This is an optimization exercise on Yosys and OpenROAD, whose aim is small area, not a production implementation.
The RTL was checked by simulation tests, not by an equivalence proof against the original design.
Power and IR drop assume default switching activity.

`flow/config.mk`:
```
export PLATFORM = sky130hd
export DESIGN_NAME = mmu_top
export DESIGN_NICKNAME = mmu_top
export VERILOG_FILES = /design/flow/design.v
export SDC_FILE = /design/flow/constraint.sdc
export NUM_CORES = 4
export LEC_CHECK = 0
export CAP_MARGIN = 20
export CORE_MARGIN = 2
export CORE_UTILIZATION = 65
export SLEW_MARGIN = 20
```
`flow/constraint.sdc`:
```
create_clock -name core_clock -period 6.0 [get_ports {clk}]
set_input_delay 1.2000 -clock core_clock [delete_from_list [all_inputs] [get_ports {clk}]]
set_output_delay 1.2000 -clock core_clock [all_outputs]
set_load 0.01 [all_outputs]
```
`flow/design.v`:
```
`timescale 1ns/1ps
`default_nettype none
module mmu_top (
  input  wire        clk,
  input  wire        rst_n,
  input  wire        req_valid_i,
  output wire        req_ready_o,
  input  wire [23:0] req_va_i,
  input  wire [2:0]  req_fc_i,
  input  wire        req_rw_i,
  input  wire        req_fetch_i,
  output reg         resp_valid_o,
  output wire [23:0] resp_pa_o,
  output wire        resp_hit_o,
  output wire        resp_fault_o,
  output wire [2:0]  resp_fault_code_o,
  output wire [4:0]  resp_perm_fault_o,
  input  wire        reg_wr_en_i,
  input  wire        reg_rd_en_i,
  input  wire [3:0]  reg_addr_i,
  input  wire [31:0] reg_wr_data_i,
  output reg  [31:0] reg_rd_data_o,
  input  wire        cmd_valid_i,
  input  wire [2:0]  cmd_op_i,
  input  wire [23:0] cmd_addr_i,
  input  wire [2:0]  cmd_fc_i,
  output wire        cmd_ready_o,
  output wire        cmd_busy_o,
  output reg         status_valid_o,
  output wire [2:0]  status_cmd_o,
  output wire        status_hit_o,
  output wire [23:0] status_pa_o,
  output wire [7:0]  status_bits_o,
  output reg         walk_mem_req_valid_o,
  output reg  [23:0] walk_mem_req_addr_o,
  input  wire        walk_mem_resp_valid_i,
  input  wire [63:0] walk_mem_resp_data_i,
  input  wire        walk_mem_resp_err_i,
  output wire        busy_o
);
  integer i;
  reg [23:0] crp_q;
  reg [23:0] srp_q;
  reg [31:0] tc_q;
  reg [31:0] tt0_q;
  reg [31:0] tt1_q;
  reg [11:0] mmusr_q;    
  wire [31:0] reg_wd = reg_wr_data_i & {32{rst_n}};
  wire        reg_we = reg_wr_en_i | !rst_n;
  always @(posedge clk) begin
    if (reg_we && (!rst_n || reg_addr_i == 4'd0)) crp_q <= reg_wd[23:0];
    if (reg_we && (!rst_n || reg_addr_i == 4'd1)) srp_q <= reg_wd[23:0];
    if (reg_we && (!rst_n || reg_addr_i == 4'd2)) tc_q  <= reg_wd;
    if (reg_we && (!rst_n || reg_addr_i == 4'd3)) tt0_q <= reg_wd;
    if (reg_we && (!rst_n || reg_addr_i == 4'd4)) tt1_q <= reg_wd;
    if (reg_we && (!rst_n || reg_addr_i == 4'd5))
      mmusr_q <= {reg_wd[15:9], reg_wd[7], reg_wd[3:0]};
  end
  always @(*) begin
    case (reg_addr_i)
      4'd0:    reg_rd_data_o = {8'h00, crp_q};
      4'd1:    reg_rd_data_o = {8'h00, srp_q};
      4'd2:    reg_rd_data_o = tc_q;
      4'd3:    reg_rd_data_o = tt0_q;
      4'd4:    reg_rd_data_o = tt1_q;
      4'd5:    reg_rd_data_o = {16'h0000, mmusr_q[11:5], 1'b0, mmusr_q[4], 3'b000, mmusr_q[3:0]};
      default: reg_rd_data_o = 32'h0000_0000;
    endcase
  end
  reg        cbusy_q;
  reg        cph_q;
  reg [2:0]  cop_q;
  reg [23:0] caddr_q;
  reg [2:0]  cfc_q;
  wire probe_lk_cycle = cbusy_q & cph_q;
  wire preload_wait   = cbusy_q & cop_q[2];
  assign cmd_ready_o = !cbusy_q;
  assign cmd_busy_o  = cbusy_q;
  wire flush_all   = status_valid_o & (cop_q == 3'd1);
  wire flush_match = status_valid_o & (cop_q == 3'd2);
  assign status_cmd_o = (cop_q[2] & (cop_q[1] | cop_q[0])) ? 3'd0 : cop_q;
  localparam [1:0] S_IDLE  = 2'd0;
  localparam [1:0] S_START = 2'd1;
  localparam [1:0] S_MEM   = 2'd2;
  localparam [1:0] S_DONE  = 2'd3;
  reg [1:0]  st_q;
  reg [23:0] pva_q;
  reg [2:0]  pfc_q;
  reg        prw_q;
  reg        pfetch_q;
  reg        pcpu_q;
  reg [1:0]  wf_q;        
  reg [4:0]  wattr_q;
  reg [11:0] pa_base_q;
  wire st_idle = (st_q == S_IDLE);
  wire st_done = (st_q == S_DONE);
  assign req_ready_o = st_idle;
  assign busy_o      = !st_idle | cbusy_q;
  reg        tv  [0:15];
  reg [7:0]  ttag[0:15];
  reg [11:0] tpfn[0:15];
  reg [2:0]  tfc [0:15];
  reg [4:0]  tatr[0:15];
  wire       cpu_lk  = st_idle & req_valid_i;
  wire [23:0] lk_va  = cpu_lk ? req_va_i : caddr_q;
  wire [2:0]  lk_fc  = cpu_lk ? req_fc_i : cfc_q;
  wire [3:0]  lk_idx = lk_va[15:12];
  wire [15:0] lk_oh  = 16'd1 << lk_idx;
  reg         rd_v;
  reg  [7:0]  rd_tag;
  reg  [11:0] rd_pfn;
  reg  [2:0]  rd_fc;
  reg  [4:0]  rd_attr;
  always @(*) begin
    rd_v = 1'b0; rd_tag = 8'd0; rd_pfn = 12'd0; rd_fc = 3'd0; rd_attr = 5'd0;
    for (i = 0; i < 16; i = i + 1) begin
      rd_v    = rd_v    | (tv[i]   & lk_oh[i]);
      rd_tag  = rd_tag  | (ttag[i] & {8{lk_oh[i]}});
      rd_pfn  = rd_pfn  | (tpfn[i] & {12{lk_oh[i]}});
      rd_fc   = rd_fc   | (tfc[i]  & {3{lk_oh[i]}});
      rd_attr = rd_attr | (tatr[i] & {5{lk_oh[i]}});
    end
  end
  wire hit = rd_v & (rd_tag == lk_va[23:16]) & (rd_fc == lk_fc);
  wire lk_user    = ~lk_fc[2];
  wire lk_program = lk_fc[1] & ~lk_fc[0];
  wire lk_data    = ~lk_fc[1] & lk_fc[0];
  function automatic ttr_hit(input [31:0] ttr, input [7:0] key,
                             input user, input prog, input data);
    begin
      ttr_hit = ttr[15] &
                (user ? ttr[13] : ttr[14]) &
                ((prog & ttr[12]) | (data & ttr[11])) &
                (((key ^ ttr[31:24]) & ~ttr[23:16]) == 8'h00);
    end
  endfunction
  wire tt = ttr_hit(tt0_q, lk_va[23:16], lk_user, lk_program, lk_data) |
            ttr_hit(tt1_q, lk_va[23:16], lk_user, lk_program, lk_data);
  wire xlat = hit & ~tt;
  wire [3:0] inv_idx = caddr_q[15:12];
  wire [15:0] inv_oh = 16'd1 << inv_idx;
  reg        iv_v;
  reg  [7:0] iv_tag;
  reg  [2:0] iv_fc;
  always @(*) begin
    iv_v = 1'b0; iv_tag = 8'd0; iv_fc = 3'd0;
    for (i = 0; i < 16; i = i + 1) begin
      iv_v   = iv_v   | (tv[i]   & inv_oh[i]);
      iv_tag = iv_tag | (ttag[i] & {8{inv_oh[i]}});
      iv_fc  = iv_fc  | (tfc[i]  & {3{inv_oh[i]}});
    end
  end
  wire inv_hit = iv_v & (iv_tag == caddr_q[23:16]) & (iv_fc == cfc_q);
  wire refill = st_done & (wf_q == 2'd0);
  wire [3:0] rf_idx = pva_q[15:12];
  always @(posedge clk) begin
    for (i = 0; i < 16; i = i + 1) begin
      if (!rst_n || flush_all)
        tv[i] <= 1'b0;
      else if (refill && rf_idx == i)
        tv[i] <= 1'b1;
      else if (flush_match && inv_hit && inv_idx == i)
        tv[i] <= 1'b0;
      if (refill && rf_idx == i) begin
        ttag[i] <= pva_q[23:16];
        tpfn[i] <= pa_base_q;
        tfc[i]  <= pfc_q;
        tatr[i] <= wattr_q;
      end
    end
  end
  wire preload_lk = preload_wait & st_idle & ~req_valid_i;
  wire cmd_take   = !cbusy_q & cmd_valid_i;
  wire cmd_long   = (cmd_op_i == 3'd3) | (cmd_op_i == 3'd4);
  always @(posedge clk) begin
    if (!cbusy_q) begin
      cop_q   <= cmd_op_i;
      caddr_q <= cmd_addr_i;
      cfc_q   <= cmd_fc_i;
    end
    if (!rst_n) begin
      cbusy_q        <= 1'b0;
      cph_q          <= 1'b0;
      status_valid_o <= 1'b0;
    end else begin
      cbusy_q        <= cbusy_q ? (cop_q[2] ? ~preload_lk : ~cph_q)
                                : (cmd_take & cmd_long);
      cph_q          <= cbusy_q & ~cph_q & ~cop_q[2];
      status_valid_o <= (cmd_take & ~cmd_long) | probe_lk_cycle | preload_lk;
    end
  end
  reg [6:0] sbits_q;    
  reg       sidle_q;
  always @(posedge clk) begin
    sbits_q <= probe_lk_cycle ? {tt, xlat, rd_attr & {5{xlat}}} : 7'd0;
    sidle_q <= st_idle;
  end
  assign status_bits_o = {sbits_q[6:5], 1'b0, sbits_q[4:0]};
  assign status_hit_o  = sbits_q[6] | sbits_q[5];
  wire miss_walk = (cpu_lk & ~tt & ~hit) | (preload_lk & ~hit);
  wire in_range  = (pva_q[23:12] < tc_q[11:0]);
  wire [1:0] dt = walk_mem_resp_data_i[33:32];
  wire mem_ok   = ~walk_mem_resp_err_i & (dt == 2'b01);
  always @(posedge clk) begin
    if (st_idle) begin
      pva_q    <= req_valid_i ? req_va_i : caddr_q;
      pfc_q    <= req_valid_i ? req_fc_i : cfc_q;
      prw_q    <= req_rw_i;
      pfetch_q <= req_fetch_i;
      pcpu_q   <= req_valid_i;
    end
    walk_mem_req_addr_o <= crp_q + {9'd0, pva_q[23:12], 3'b000};
    wf_q    <= (st_q == S_START) ? 2'd2 :
               walk_mem_resp_err_i ? 2'd3 :
               (dt == 2'b00) ? 2'd1 :
               (dt != 2'b01) ? 2'd2 : 2'd0;
    wattr_q <= {walk_mem_resp_data_i[40], walk_mem_resp_data_i[34],
                walk_mem_resp_data_i[38], walk_mem_resp_data_i[36],
                walk_mem_resp_data_i[35]};
    if (!rst_n) begin
      st_q                 <= S_IDLE;
      walk_mem_req_valid_o <= 1'b0;
      pa_base_q            <= 12'd0;
    end else begin
      walk_mem_req_valid_o <= (st_q == S_START) & in_range;
      case (st_q)
        S_IDLE:  st_q <= miss_walk ? S_START : S_IDLE;
        S_START: st_q <= in_range ? S_MEM : S_DONE;
        S_MEM:   st_q <= walk_mem_resp_valid_i ? S_DONE : S_MEM;
        default: st_q <= S_IDLE;
      endcase
      if (st_q == S_MEM && walk_mem_resp_valid_i && mem_ok)
        pa_base_q <= walk_mem_resp_data_i[23:12];
    end
  end
  wire r_fetch = st_done ? pfetch_q : req_fetch_i;
  wire r_rw    = st_done ? prw_q    : req_rw_i;
  wire r_user  = st_done ? ~pfc_q[2] : ~req_fc_i[2];
  wire r_s     = st_done ? (wattr_q[4] & (wf_q == 2'd0)) : (xlat & rd_attr[4]);
  wire r_wp    = st_done ? (wattr_q[3] & (wf_q == 2'd0)) : (xlat & rd_attr[3]);
  wire rq_r = ~r_fetch & r_rw;
  wire rq_w = ~r_fetch & ~r_rw;
  wire rq_x = r_fetch;
  wire f_nr   = rq_r & r_user & r_s;
  wire f_wp   = rq_w & (r_wp | (r_user & r_s));
  wire f_nx   = rq_x & r_user & r_s;
  wire f_priv = r_user & r_s & (rq_r | rq_x | (rq_w & ~r_wp));
  reg [11:0] rpfn_q;
  reg        rwalk_q;
  reg        rtt_q;
  reg [2:0]  rcode_q;
  reg [3:0]  rperm_q;
  always @(posedge clk) begin
    resp_valid_o <= rst_n & ((cpu_lk & (tt | hit)) | (st_done & pcpu_q));
    rpfn_q       <= rd_pfn;
    rwalk_q      <= st_done;
    rtt_q        <= tt;
    rcode_q      <= {st_done & (wf_q == 2'd3),
                     st_done & (wf_q[1] ^ wf_q[0]),
                     (st_done & (wf_q == 2'd2)) | f_nr | f_wp | f_nx};
    rperm_q      <= {f_priv, f_nx, f_wp, f_nr};
  end
  assign resp_pa_o = {rwalk_q ? pa_base_q : (rtt_q ? pva_q[23:12] : rpfn_q),
                      pva_q[11:0]};
  assign status_pa_o = sbits_q[6] ? caddr_q :
                       sbits_q[5] ? {rpfn_q, sidle_q ? pva_q[11:0] : caddr_q[11:0]} :
                       24'd0;
  assign resp_hit_o        = ~rwalk_q & ~rtt_q;
  assign resp_fault_code_o = rcode_q;
  assign resp_fault_o      = |rcode_q;
  assign resp_perm_fault_o = {1'b0, rperm_q};
  /*verilator lint_off UNUSED*/
  wire unused_ok = ^srp_q ^ ^tc_q[31:12] ^ reg_rd_en_i ^ ^walk_mem_resp_data_i;
  /*verilator lint_on UNUSED*/
endmodule
`default_nettype wire
```
`flow/flow/run.sh`:
```
#!/bin/bash
# Layout flow: the standard flow, except that
#  - the synthesis maps the combinational logic with an area-oriented ABC
#    script (flow/area.abc); every other synthesis step, and so every
#    register, is the standard synthesis's;
#  - ports are buffered with the smallest buffer cell;
#  - clock tree synthesis inserts no dummy loads.
# Each tool's output goes to its own log in this folder (ORFS's own logs are
# under orfs/logs).
set -euo pipefail
W=$PWD
export BUFFER_PORTS_ARGS="-buffer_cell sky130_fd_sc_hd__buf_1"
export CTS_ARGS="-sink_clustering_enable -repair_clock_nets -dont_use_dummy_load -sink_clustering_size 20 -sink_clustering_max_diameter 60"
cat > "$W/area_synth.tcl" <<EOT
proc abc {args} {
  set i [lsearch -exact \$args -script]
  if { \$i >= 0 } { lset args [expr {\$i + 1}] {$W/flow/area.abc} }
  yosys abc {*}\$args
}
source {$W/synth_recipe.tcl}
EOT
sed "s#SYNTH_SCRIPT=[^ ]*#SYNTH_SCRIPT=$W/area_synth.tcl#" standard.sh > area_standard.sh
bash area_standard.sh synth > synth_make.log 2>&1
bash standard.sh > standard_make.log 2>&1
```
`flow/flow/area.abc`:
```
&get -n
&st
&deepsyn -T 60
&st
&dch
&nf -a
&st
&dch
&nf -a
&put
```
`flow/standard.sh`:
```
#!/bin/bash
# synth_recipe.tcl (not shown) runs the flow's synth.tcl, then flattens the netlist and writes it again
# the make line also repeats each setting of config.mk as NAME=value (left out here)
make -C /OpenROAD-flow-scripts/flow DESIGN_CONFIG=/design/flow/config.mk WORK_HOME=/design/flow/orfs CLKGATE_MAP_FILE= SYNTH_SCRIPT=/design/flow/synth_recipe.tcl "${@:-finish}"
```
==> summary.txt, run 1 <==
# TYPE chip_impl_metric gauge
chip_impl_metric{name="timing.max_cap.violations",unit=""} 0
chip_impl_metric{name="grt_pass1_vias",unit=""} 19900
chip_impl_metric{name="fillCellCount",unit=""} 2783
chip_impl_metric{name="synth_async_sr_flop_share",unit=""} 0
chip_impl_metric{name="yosysWarningCount",unit=""} 6
chip_impl_metric{name="synth_seq_area_share",unit=""} 0.745
chip_impl_info{name="critPathCapture",value="sbits_q[1]$_SDFF_PN0_"} 1
chip_impl_metric{name="grt.total_usage",unit=""} 0.387
chip_impl_metric{name="fp-row-count",unit=""} 77
chip_impl_metric{name="reg2reg_slack",unit="ps"} 250
chip_impl_metric{name="timing.critical_path.required",unit="ps"} 6540
chip_impl_info{name="path_common_cell",value="sky130_fd_sc_hd__nand3_1"} 1
chip_impl_info{name="worst_min_path_class",value="register to register"} 1
chip_impl_metric{name="timing.setup.tns",unit="ps"} 0
chip_impl_metric{name="critical_path_s_largest_stage_delay",unit="ps"} 710
chip_impl_metric{name="cts_max_path_buffers",unit=""} 3
chip_impl_metric{name="drt-vias-per-instance",unit=""} 7.30
chip_impl_metric{name="global_route_wire_length_before_repair",unit="mm"} 130
chip_impl_metric{name="postCtsResizedCells",unit=""} 0
chip_impl_metric{name="hold_viol",unit=""} 0
chip_impl_metric{name="finalCriticalPeriod",unit="ps"} 5750
chip_impl_metric{name="area_enclosed_by_the_die_boundary",unit="um2"} 46800
chip_impl_metric{name="cts_made_buffers",unit=""} 48
chip_impl_metric{name="worstSkewPairLatency",unit="ps"} 600
chip_impl_metric{name="worst_clock_skew",unit="ps"} 31.4
chip_impl_info{name="path_class",value="register to register"} 1
chip_impl_info{name="clock-root-buffer",value="sky130_fd_sc_hd__clkbuf_16"} 1
chip_impl_metric{name="synth.ff_latch_count",unit=""} 759
chip_impl_metric{name="cts-hold-fix-buffers",unit=""} 0
chip_impl_metric{name="io_buffer_count",unit=""} 251
chip_impl_info{name="rsz0062_at_grt",value="no"} 1
chip_impl_metric{name="drc",unit=""} 0
chip_impl_metric{name="area.growth.synth_to_final",unit="%"} 12.7
chip_impl_info{name="dominantRegCellSynth",value="sky130_fd_sc_hd__edfxtp_1"} 1
chip_impl_metric{name="finalSetupViolCount",unit=""} 0
chip_impl_metric{name="antenna_found_initial",unit=""} 5
chip_impl_metric{name="synth_cells",unit=""} 1861
chip_impl_metric{name="cts.sink_count",unit=""} 759
chip_impl_metric{name="nets",unit=""} 2437
chip_impl_metric{name="wl_per_cell",unit="um"} 32.3
chip_impl_metric{name="gp_congestion",unit=""} 0.955
chip_impl_info{name="critical_path.endpoint_type",value="register"} 1
chip_impl_metric{name="detailedPlacementHpwl",unit="mm"} 57.4
chip_impl_metric{name="worstRegToRegCells",unit=""} 16
chip_impl_metric{name="netlist-cell-type-count",unit=""} 55
chip_impl_info{name="outcome",value="no timing/DRC/antenna violations"} 1
chip_impl_metric{name="first_iter_violations",unit=""} 4332
chip_impl_metric{name="postLayoutCoreUtil",unit=""} 0.745
chip_impl_info{name="cp_slowest_cell",value="sky130_fd_sc_hd__nor4_4"} 1
chip_impl_metric{name="vdd.ir_drop.worst",unit="uV"} 292
chip_impl_metric{name="crit_fanout",unit=""} 26
chip_impl_metric{name="ioPinCount",unit=""} 300
chip_impl_metric{name="post-cts-setup-buffers",unit=""} 0
chip_impl_metric{name="timing.final.crit_share",unit=""} 0.958
chip_impl_metric{name="max-slew-margin-rel",unit=""} 0.240
chip_impl_metric{name="max_slew.worst_pin.slew",unit="ps"} 1140
chip_impl_metric{name="p_leak",unit="uW"} 0.0115
chip_impl_info{name="critical_path.startpoint_type",value="register"} 1
chip_impl_metric{name="core_region",unit="um2"} 44300
chip_impl_metric{name="dr_vias",unit=""} 20700
chip_impl_metric{name="chipWidth",unit="um"} 216
chip_impl_info{name="cts_tree",value="yes"} 1
chip_impl_metric{name="synth_enable_flop_cells",unit=""} 664
chip_impl_metric{name="initial_core_util",unit=""} 0.661
chip_impl_info{name="holdCritStartpoint",value="crp_q[0]$_DFFE_PP_"} 1
chip_impl_metric{name="post_route_cells_drive_above_1_share",unit=""} 0.0814
chip_impl_metric{name="netlist_area",unit="um2"} 29300
chip_impl_info{name="timing.rr.end",value="sbits_q[1]$_SDFF_PN0_"} 1
chip_impl_metric{name="arrival_time_of_data_at_the_critical_path_endpoint",unit="ps"} 6290
chip_impl_metric{name="power_density",unit="nW/um2"} 336
chip_impl_metric{name="finalMaxSlewViolations",unit=""} 0
chip_impl_info{name="critical_path.startpoint",value="st_q[0]$_SDFF_PN0_"} 1
chip_impl_metric{name="holdWs",unit="ps"} 385
chip_impl_metric{name="largest_net_degree_at_the_start_of_global_routing",unit=""} 44
chip_impl_metric{name="drtPass1Iterations",unit=""} 11
chip_impl_metric{name="chipHeight",unit="um"} 216
chip_impl_metric{name="clk_pin_slew_worst_paths",unit="ps"} 80
chip_impl_metric{name="totalWireLength",unit="mm"} 91.6
chip_impl_metric{name="max_freq",unit="MHz"} 174
chip_impl_metric{name="cts.htree.levels",unit=""} 2
chip_impl_metric{name="detail-route-antenna-nets",unit=""} 0
chip_impl_metric{name="gr-total-overflow",unit=""} 0
chip_impl_metric{name="avgSynthCellArea",unit="um2"} 15.7
chip_impl_info{name="cp_cell_sequence",value="clkinv_1 > ha_2 > and2_0 > a2bb2oi_1 > nand2_1 > nor4_4 > buf_4 > a222oi_1 > nand3_1 > xnor2_1 > nand3_1 > nor4_1 > nand3_1 > or3_1 > nor2_1 > o21a_1"} 1
chip_impl_metric{name="total_power",unit="uW"} 11100
chip_impl_info{name="crit-reg2reg-launch",value="st_q[0]$_SDFF_PN0_"} 1
[area by class of cell]
class                   count  area [um2]  share of cell area
diodes                      6        15.0            0.000455
flip-flops and latches    759       21800               0.661
inverters                  75         282             0.00852
well taps                 592         741              0.0224
repair buffers            341        1660              0.0502
multi-input cells        1014        7290               0.221
clock buffers              48        1200              0.0364
[critical path: cells and delay by family, from the launching register on]
family          cells  cell delay [ps]
fa+ha+maj           1              590
xor+xnor            1              200
compound gates      3              600
simple gates        9             3590
buf+inv             2              350
flops               1              340
[flip-flops by register name, summed over array words and instances (netlist names), 16 cells and up]
| signal | flops |
|---|---|
| tt1_q | 32 |
| walk_mem_req_addr_o | 24 |
| caddr_q | 24 |
| srp_q | 24 |
| tfc | 48 |
| tpfn | 192 |
| tatr | 80 |
| crp_q | 24 |
| tt0_q | 32 |
| tv | 16 |
| ttag | 128 |
| tc_q | 32 |
| pva_q | 24 |
[worst min path at each step]
stage	end	slack, ps	depth (start not counted)
after floorplan	walk_mem_req_addr_o[0]$_DFF_P_	350	0
after global placement	walk_mem_req_addr_o[0]$_DFF_P_	360	0
after detailed placement	walk_mem_req_addr_o[2]$_DFF_P_	360	0
after CTS	walk_mem_req_addr_o[0]$_DFF_P_	390	0
after global routing	walk_mem_req_addr_o[2]$_DFF_P_	410	0
final	walk_mem_req_addr_o[0]$_DFF_P_	390	0
[synth_stat cells (all sizes together) (11+ instances only)]
master | instances | area share
a21o | 11 | 0.0028
dfxtp | 95 | 0.065
a222oi | 186 | 0.064
a221oi | 11 | 0.0033
nor2 | 91 | 0.012
edfxtp | 664 | 0.68
xor2 | 13 | 0.0039
nor3 | 21 | 0.0036
a21oi | 55 | 0.0094
a22oi | 85 | 0.022
ha | 30 | 0.013
a22o | 50 | 0.015
nor2b | 13 | 0.0028
nand4 | 27 | 0.0058
nand2 | 139 | 0.018
nand3 | 49 | 0.0084
buf | 14 | 0.0036
xnor2 | 19 | 0.0057
mux2 | 25 | 0.0096
and2 | 43 | 0.0092
o21ai | 40 | 0.0068
clkinv | 75 | 0.0096
[per-layer routing]
| layer | routed length, um | GRT usage | vias up | share of wire |
|---|---|---|---|---|
| met5 | 0 | 0 | - | 0 |
| met4 | 4800 | 0.173 | 0 | 0.052 |
| met3 | 13600 | 0.107 | 350 | 0.15 |
| met2 | 40800 | 0.580 | 1808 | 0.45 |
| met1 | 32400 | 0.539 | 10100 | 0.35 |
| li1 | - | - | 8460 | - |
[cells in the final DEF, fill, tap and decap left out, types with 43 or more instances in the layout]
cell type and n:
sky130_fd_sc_hd__a21oi_1 55, sky130_fd_sc_hd__a222oi_1 186, sky130_fd_sc_hd__a22o_1 50, sky130_fd_sc_hd__a22oi_1 85
sky130_fd_sc_hd__and2_0 43, sky130_fd_sc_hd__buf_1 249, sky130_fd_sc_hd__buf_4 87, sky130_fd_sc_hd__clkbuf_16 48
sky130_fd_sc_hd__clkinv_1 60, sky130_fd_sc_hd__dfxtp_1 95, sky130_fd_sc_hd__edfxtp_1 664, sky130_fd_sc_hd__nand2_1 138
sky130_fd_sc_hd__nand3_1 49, sky130_fd_sc_hd__nor2_1 84
[where the power goes]
group | total (uW) | internal [uW] | leakage (uW) | switching (uW)
clock network | 3020 | 1420 | 0.000592 | 1600
logic | 1690 | 555 | 0.00349 | 1140
registers | 6390 | 6100 | 0.00738 | 288
[through the flow]
step	worst slack, ps	area, um2	std cells
after floorplan	130	29400	1862
after global placement	321	31800	2781
after detailed placement	275	31800	2781
after CTS	512	33000	2829
after global routing	117	33000	2834
final	249	33000	2835
[cells by family (layout without fill, tap and decap cells)]
logic type | Yosys count | in the layout | share of synthesized area
flip-flops | 759 | 759 | 0.745
multiplexers | 32 | 32 | 0.0120
adder cells (fa/ha/maj) | 31 | 31 | 0.0135
other | 1 | 8 | 0.000128
buffers and inverters | 89 | 464 | 0.0132
XOR/XNOR | 32 | 32 | 0.00957
AO/OA/AOI/OAI | 485 | 485 | 0.135
AND/OR/NAND/NOR | 432 | 432 | 0.0708
==> run 2: changes to the inputs <==
--- a/flow/flow/run.sh
+++ b/flow/flow/run.sh
@@ -11,5 +11,5 @@
 W=$PWD
 export BUFFER_PORTS_ARGS="-buffer_cell sky130_fd_sc_hd__buf_1"
-export CTS_ARGS="-sink_clustering_enable -repair_clock_nets -dont_use_dummy_load -sink_clustering_size 20 -sink_clustering_max_diameter 60"
+export CTS_ARGS="-sink_clustering_enable -repair_clock_nets -dont_use_dummy_load -sink_clustering_size 25 -sink_clustering_max_diameter 100"
 cat > "$W/area_synth.tcl" <<EOT
 proc abc {args} {
--- a/flow/config.mk
+++ b/flow/config.mk
@@ -6,6 +6,6 @@
 export NUM_CORES = 4
 export LEC_CHECK = 0
-export CAP_MARGIN = 20
+export CAP_MARGIN = 5
 export CORE_MARGIN = 2
-export CORE_UTILIZATION = 65
-export SLEW_MARGIN = 20
+export CORE_UTILIZATION = 70
+export SLEW_MARGIN = 5
==> summary.txt, run 2 <==
# TYPE chip_impl_metric gauge
chip_impl_metric{name="synth_enable_flop_cells",unit=""} 664
chip_impl_metric{name="cts_max_path_buffers",unit=""} 3
chip_impl_metric{name="yosys.area_share.xor_xnor",unit=""} 0.00957
chip_impl_metric{name="power.internal",unit="uW"} 7730
chip_impl_metric{name="max-slew-margin-rel",unit=""} 0.162
chip_impl_metric{name="max_slew.worst_pin.slew",unit="ps"} 1260
chip_impl_metric{name="totalWireLength",unit="mm"} 91.0
chip_impl_metric{name="seq_power_share",unit=""} 0.597
chip_impl_metric{name="yosysWarningCount",unit=""} 6
chip_impl_metric{name="yosys.area_share.adder",unit=""} 0.0135
chip_impl_metric{name="antenna_found_initial",unit=""} 3
chip_impl_metric{name="net_sw_power",unit="uW"} 2950
chip_impl_metric{name="reg2reg_slack",unit="ps"} 720
chip_impl_metric{name="initial_core_util",unit=""} 0.713
chip_impl_metric{name="power.clock.fraction",unit=""} 0.243
chip_impl_metric{name="synth.area.mux_share",unit=""} 0.0120
chip_impl_metric{name="netlist-cell-type-count",unit=""} 55
chip_impl_metric{name="largest_register_ff_count",unit=""} 192
chip_impl_metric{name="clk_pin_slew_worst_paths",unit="ps"} 90
chip_impl_metric{name="worst_hold_path_depth",unit=""} 0
chip_impl_metric{name="combPwrFrac",unit=""} 0.160
chip_impl_metric{name="synth_cells",unit=""} 1861
chip_impl_metric{name="grt_pass1_vias",unit=""} 20000
chip_impl_metric{name="gp_congestion",unit=""} 1.02
chip_impl_metric{name="cts-hold-fix-buffers",unit=""} 0
chip_impl_metric{name="hold_viol",unit=""} 0
chip_impl_info{name="biggestRegsByFlops",value="tpfn x192, ttag x128, tatr x80"} 1
chip_impl_metric{name="post_route_cells_drive_above_1_share",unit=""} 0.0776
chip_impl_info{name="most-common-layout-cells",value="664 x sky130_fd_sc_hd__edfxtp_1, 249 x sky130_fd_sc_hd__buf_1, 186 x sky130_fd_sc_hd__a222oi_1, 138 x sky130_fd_sc_hd__nand2_1, 95 x sky130_fd_sc_hd__dfxtp_1"} 1
chip_impl_metric{name="worstSkewPairLatency",unit="ps"} 590
chip_impl_metric{name="area_enclosed_by_the_die_boundary",unit="um2"} 43500
chip_impl_metric{name="cts.htree.levels",unit=""} 2
chip_impl_metric{name="timing.max_cap.violations",unit=""} 0
chip_impl_metric{name="placed_cells",unit=""} 2724
chip_impl_metric{name="cts_made_buffers",unit=""} 36
chip_impl_metric{name="simple_gate_area_share_of_the_yosys_netlist",unit=""} 0.0708
chip_impl_metric{name="worstRegToRegCells",unit=""} 14
chip_impl_info{name="cts_tree",value="yes"} 1
chip_impl_info{name="critical_path.startpoint_type",value="input port"} 1
chip_impl_metric{name="finalMaxSlewViolations",unit=""} 0
chip_impl_metric{name="timing.setup.tns",unit="ps"} 0
chip_impl_metric{name="finalNonFillerCells",unit=""} 2767
chip_impl_info{name="regMostFlops",value="tpfn"} 1
chip_impl_metric{name="finalCriticalPeriod",unit="ps"} 5400
chip_impl_info{name="synth_area_leaders",value="sky130_fd_sc_hd__edfxtp_1 68%, sky130_fd_sc_hd__dfxtp_1 6.5%, sky130_fd_sc_hd__a222oi_1 6.4%"} 1
chip_impl_metric{name="drt-vias-per-instance",unit=""} 7.52
chip_impl_metric{name="power_density",unit="nW/um2"} 327
chip_impl_metric{name="chipWidth",unit="um"} 209
chip_impl_metric{name="nets",unit=""} 2428
chip_impl_info{name="crit-reg2reg-launch",value="caddr_q[15]$_DFFE_PN_"} 1
chip_impl_metric{name="detailedPlacementHpwl",unit="mm"} 56.7
chip_impl_metric{name="detail-route-antenna-nets",unit=""} 0
chip_impl_metric{name="ioPinCount",unit=""} 300
chip_impl_metric{name="first_iter_violations",unit=""} 4820
chip_impl_metric{name="fp-row-count",unit=""} 74
chip_impl_metric{name="io_buffer_count",unit=""} 251
chip_impl_info{name="layout_commonest_cell",value="sky130_fd_sc_hd__edfxtp_1"} 1
chip_impl_info{name="timing.rr.end",value="rperm_q[1]$_DFF_P_"} 1
chip_impl_info{name="synth_largest_area_cell",value="sky130_fd_sc_hd__edfxtp_1"} 1
chip_impl_metric{name="power_switching_share",unit=""} 0.276
chip_impl_metric{name="synth_seq_area_share",unit=""} 0.745
chip_impl_metric{name="chipHeight",unit="um"} 209
chip_impl_metric{name="core_region",unit="um2"} 41100
chip_impl_info{name="clock-root-buffer",value="sky130_fd_sc_hd__clkbuf_16"} 1
chip_impl_info{name="rsz0062_at_grt",value="no"} 1
chip_impl_metric{name="timing.critical_path.required",unit="ps"} 6500
chip_impl_metric{name="drc",unit=""} 0
chip_impl_metric{name="drtPass1Iterations",unit=""} 10
chip_impl_info{name="critical_path.endpoint_type",value="register"} 1
chip_impl_info{name="path_class",value="input port to register"} 1
chip_impl_metric{name="crit_fanout",unit=""} 20
chip_impl_metric{name="post-cts-setup-buffers",unit=""} 0
chip_impl_info{name="netlist_top_cells_count",value="664 x sky130_fd_sc_hd__edfxtp_1, 186 x sky130_fd_sc_hd__a222oi_1, 139 x sky130_fd_sc_hd__nand2_1"} 1
chip_impl_metric{name="timing.final.crit_share",unit=""} 0.900
chip_impl_metric{name="avgSynthCellArea",unit="um2"} 15.7
chip_impl_metric{name="cts.sink_count",unit=""} 759
chip_impl_info{name="dominantRegCellSynth",value="sky130_fd_sc_hd__edfxtp_1"} 1
chip_impl_metric{name="postCtsResizedCells",unit=""} 0
chip_impl_metric{name="area.growth.synth_to_final",unit="%"} 11.4
chip_impl_info{name="hold_worst_path_end",value="walk_mem_req_addr_o[1]$_DFF_P_"} 1
chip_impl_metric{name="synth_async_sr_flop_share",unit=""} 0
chip_impl_metric{name="global_route_wire_length_before_repair",unit="mm"} 130
chip_impl_metric{name="arrival_time_of_data_at_the_critical_path_endpoint",unit="ps"} 5900
chip_impl_metric{name="largest_net_degree_at_the_start_of_global_routing",unit=""} 36
chip_impl_metric{name="dr_vias",unit=""} 20800
chip_impl_info{name="synth.most_common_cell",value="sky130_fd_sc_hd__edfxtp_1"} 1
chip_impl_metric{name="grt.total_usage",unit=""} 0.414
chip_impl_metric{name="finalSetupViolCount",unit=""} 0
chip_impl_metric{name="wl_per_cell",unit="um"} 32.9
chip_impl_metric{name="p_leak",unit="uW"} 0.0113
chip_impl_metric{name="max_freq",unit="MHz"} 185
chip_impl_metric{name="worst_clock_skew",unit="ps"} 45.2
chip_impl_metric{name="netlist_area",unit="um2"} 29300
chip_impl_metric{name="synth.ff_latch_count",unit=""} 759
chip_impl_metric{name="vdd.ir_drop.worst",unit="uV"} 293
chip_impl_info{name="holdCritStartpoint",value="crp_q[1]$_DFFE_PP_"} 1
chip_impl_info{name="outcome",value="no timing/DRC/antenna violations"} 1
chip_impl_info{name="synth_top_family_by_area",value="compound AO/OA/AOI/OAI gates"} 1
chip_impl_metric{name="gr-total-overflow",unit=""} 0
chip_impl_info{name="worst_min_path_class",value="register to register"} 1
chip_impl_metric{name="yosys.area.top_type_share",unit=""} 0.681
chip_impl_metric{name="synth-compound-area-share",unit=""} 0.135
[run 2: how the worst max path moves through the flow]
stage	startpoint	to	slack [ps]	cells past startpoint
finish	req_valid_i	rperm_q[1]$_DFF_P_	600	16
global route	req_valid_i	rperm_q[1]$_DFF_P_	460	16
CTS	req_valid_i	rperm_q[1]$_DFF_P_	820	16
detailed placement	req_valid_i	rperm_q[1]$_DFF_P_	300	16
global placement	req_valid_i	rperm_q[1]$_DFF_P_	310	17
floorplan	st_q[0]$_SDFF_PN0_	rperm_q[1]$_DFF_P_	130	16
[run 2: stage by stage]
step                      setup slack (ps)   util  power [uW]  hold WS [ps]  cell area [um2]
after floorplan                        130      -        7290           349            29400
after global placement                 309  0.772        8060           356            31700
after detailed placement               304  0.772        8110           362            31700
after CTS                              818  0.794       10600           383            32600
after global routing                   459  0.794       10900           394            32600
final                                  602  0.794       10700           381            32600
[run 2: worst max-delay path, stage by stage]
cell and delay, ps:
sky130_fd_sc_hd__clkbuf_2 290, sky130_fd_sc_hd__and2_0 360, sky130_fd_sc_hd__o22ai_1 120, sky130_fd_sc_hd__buf_4 200, sky130_fd_sc_hd__nor3_4 720, sky130_fd_sc_hd__buf_4 500
sky130_fd_sc_hd__a222oi_1 130, sky130_fd_sc_hd__nand3_1 150, sky130_fd_sc_hd__a211o_1 260, sky130_fd_sc_hd__xor2_1 190, sky130_fd_sc_hd__nand4_1 110, sky130_fd_sc_hd__or4_1 650
sky130_fd_sc_hd__or4b_1 510, sky130_fd_sc_hd__a21oi_1 190, sky130_fd_sc_hd__nand2b_1 150, sky130_fd_sc_hd__nor2b_1 120
[run 2: logic make-up after synthesis]
logic type	after synthesis
compound gates	485
flops	759
other cells	1
buf+inv	89
xor+xnor	32
fa+ha+maj	31
mux	32
simple gates	432
[run 2: layout make-up]
cell class / instances / area (um2)
Antenna cell: 7 / 17.5
Clock buffer: 36 / 901
Fill cell: 2325 / 8470
Inverter: 75 / 282
Multi-Input combinational cell: 1014 / 7280
Sequential cell: 759 / 21800
Tap cell: 532 / 666
Timing Repair Buffer: 344 / 1660
[run 2: power by group through the flow]
stage	clock network (uW)	registers (uW)	logic [uW]
CTS	2570	6360	1640
detailed placement	0	6480	1630
global placement	0	6460	1600
global route	2730	6400	1790
floorplan	0	6400	891
finish	2600	6380	1700
[run 2: metal layers]
metal	wire [um]	vias up	global-route usage
met2	40500	2043	0.616
met4	4940	0	0.207
met3	14600	353	0.119
met1	30900	9975	0.570
met5	0	-	0
li1	-	8448	-

[port drivers added, routing unchanged]
Ports are ideal in the flow. The routed layouts listed here were re-timed in OpenROAD.
Step 1: set_driving_cell puts a clkbuf_16 on clk and a buf_2 on each other input, an assumption about the parent block.
Step 2 moves the port delays by t, midway between the first and last clock arrival at a register: inputs arrive t later, outputs are due t later. That takes back most of the time a late clock gives input paths.
a / b / c = ideal ports / drivers / drivers and shift; a / b = the first two.
| run | shift t [ns] | slack for setup (ns) | slew at the worst register clock pin (ns) | worst data-port slew with drivers (ns) | cell pins on the clock port's net |
|---|---|---|---|---|---|
| run 1 | 0.649 | 0.249 / 0.249 / -0.064 | 0.09 / 0.09 | 0.09 | 1 |
| run 2 | 0.633 | 0.602 / 0.641 / 0.008 | 0.11 / 0.11 | 0.08 | 1 |
With both steps, setup timing fails in run 1, where it was met with ideal ports. For run 2, which loses most, drivers alone change the setup slack by +0.039 ns; drivers and shift together by -0.594 ns.
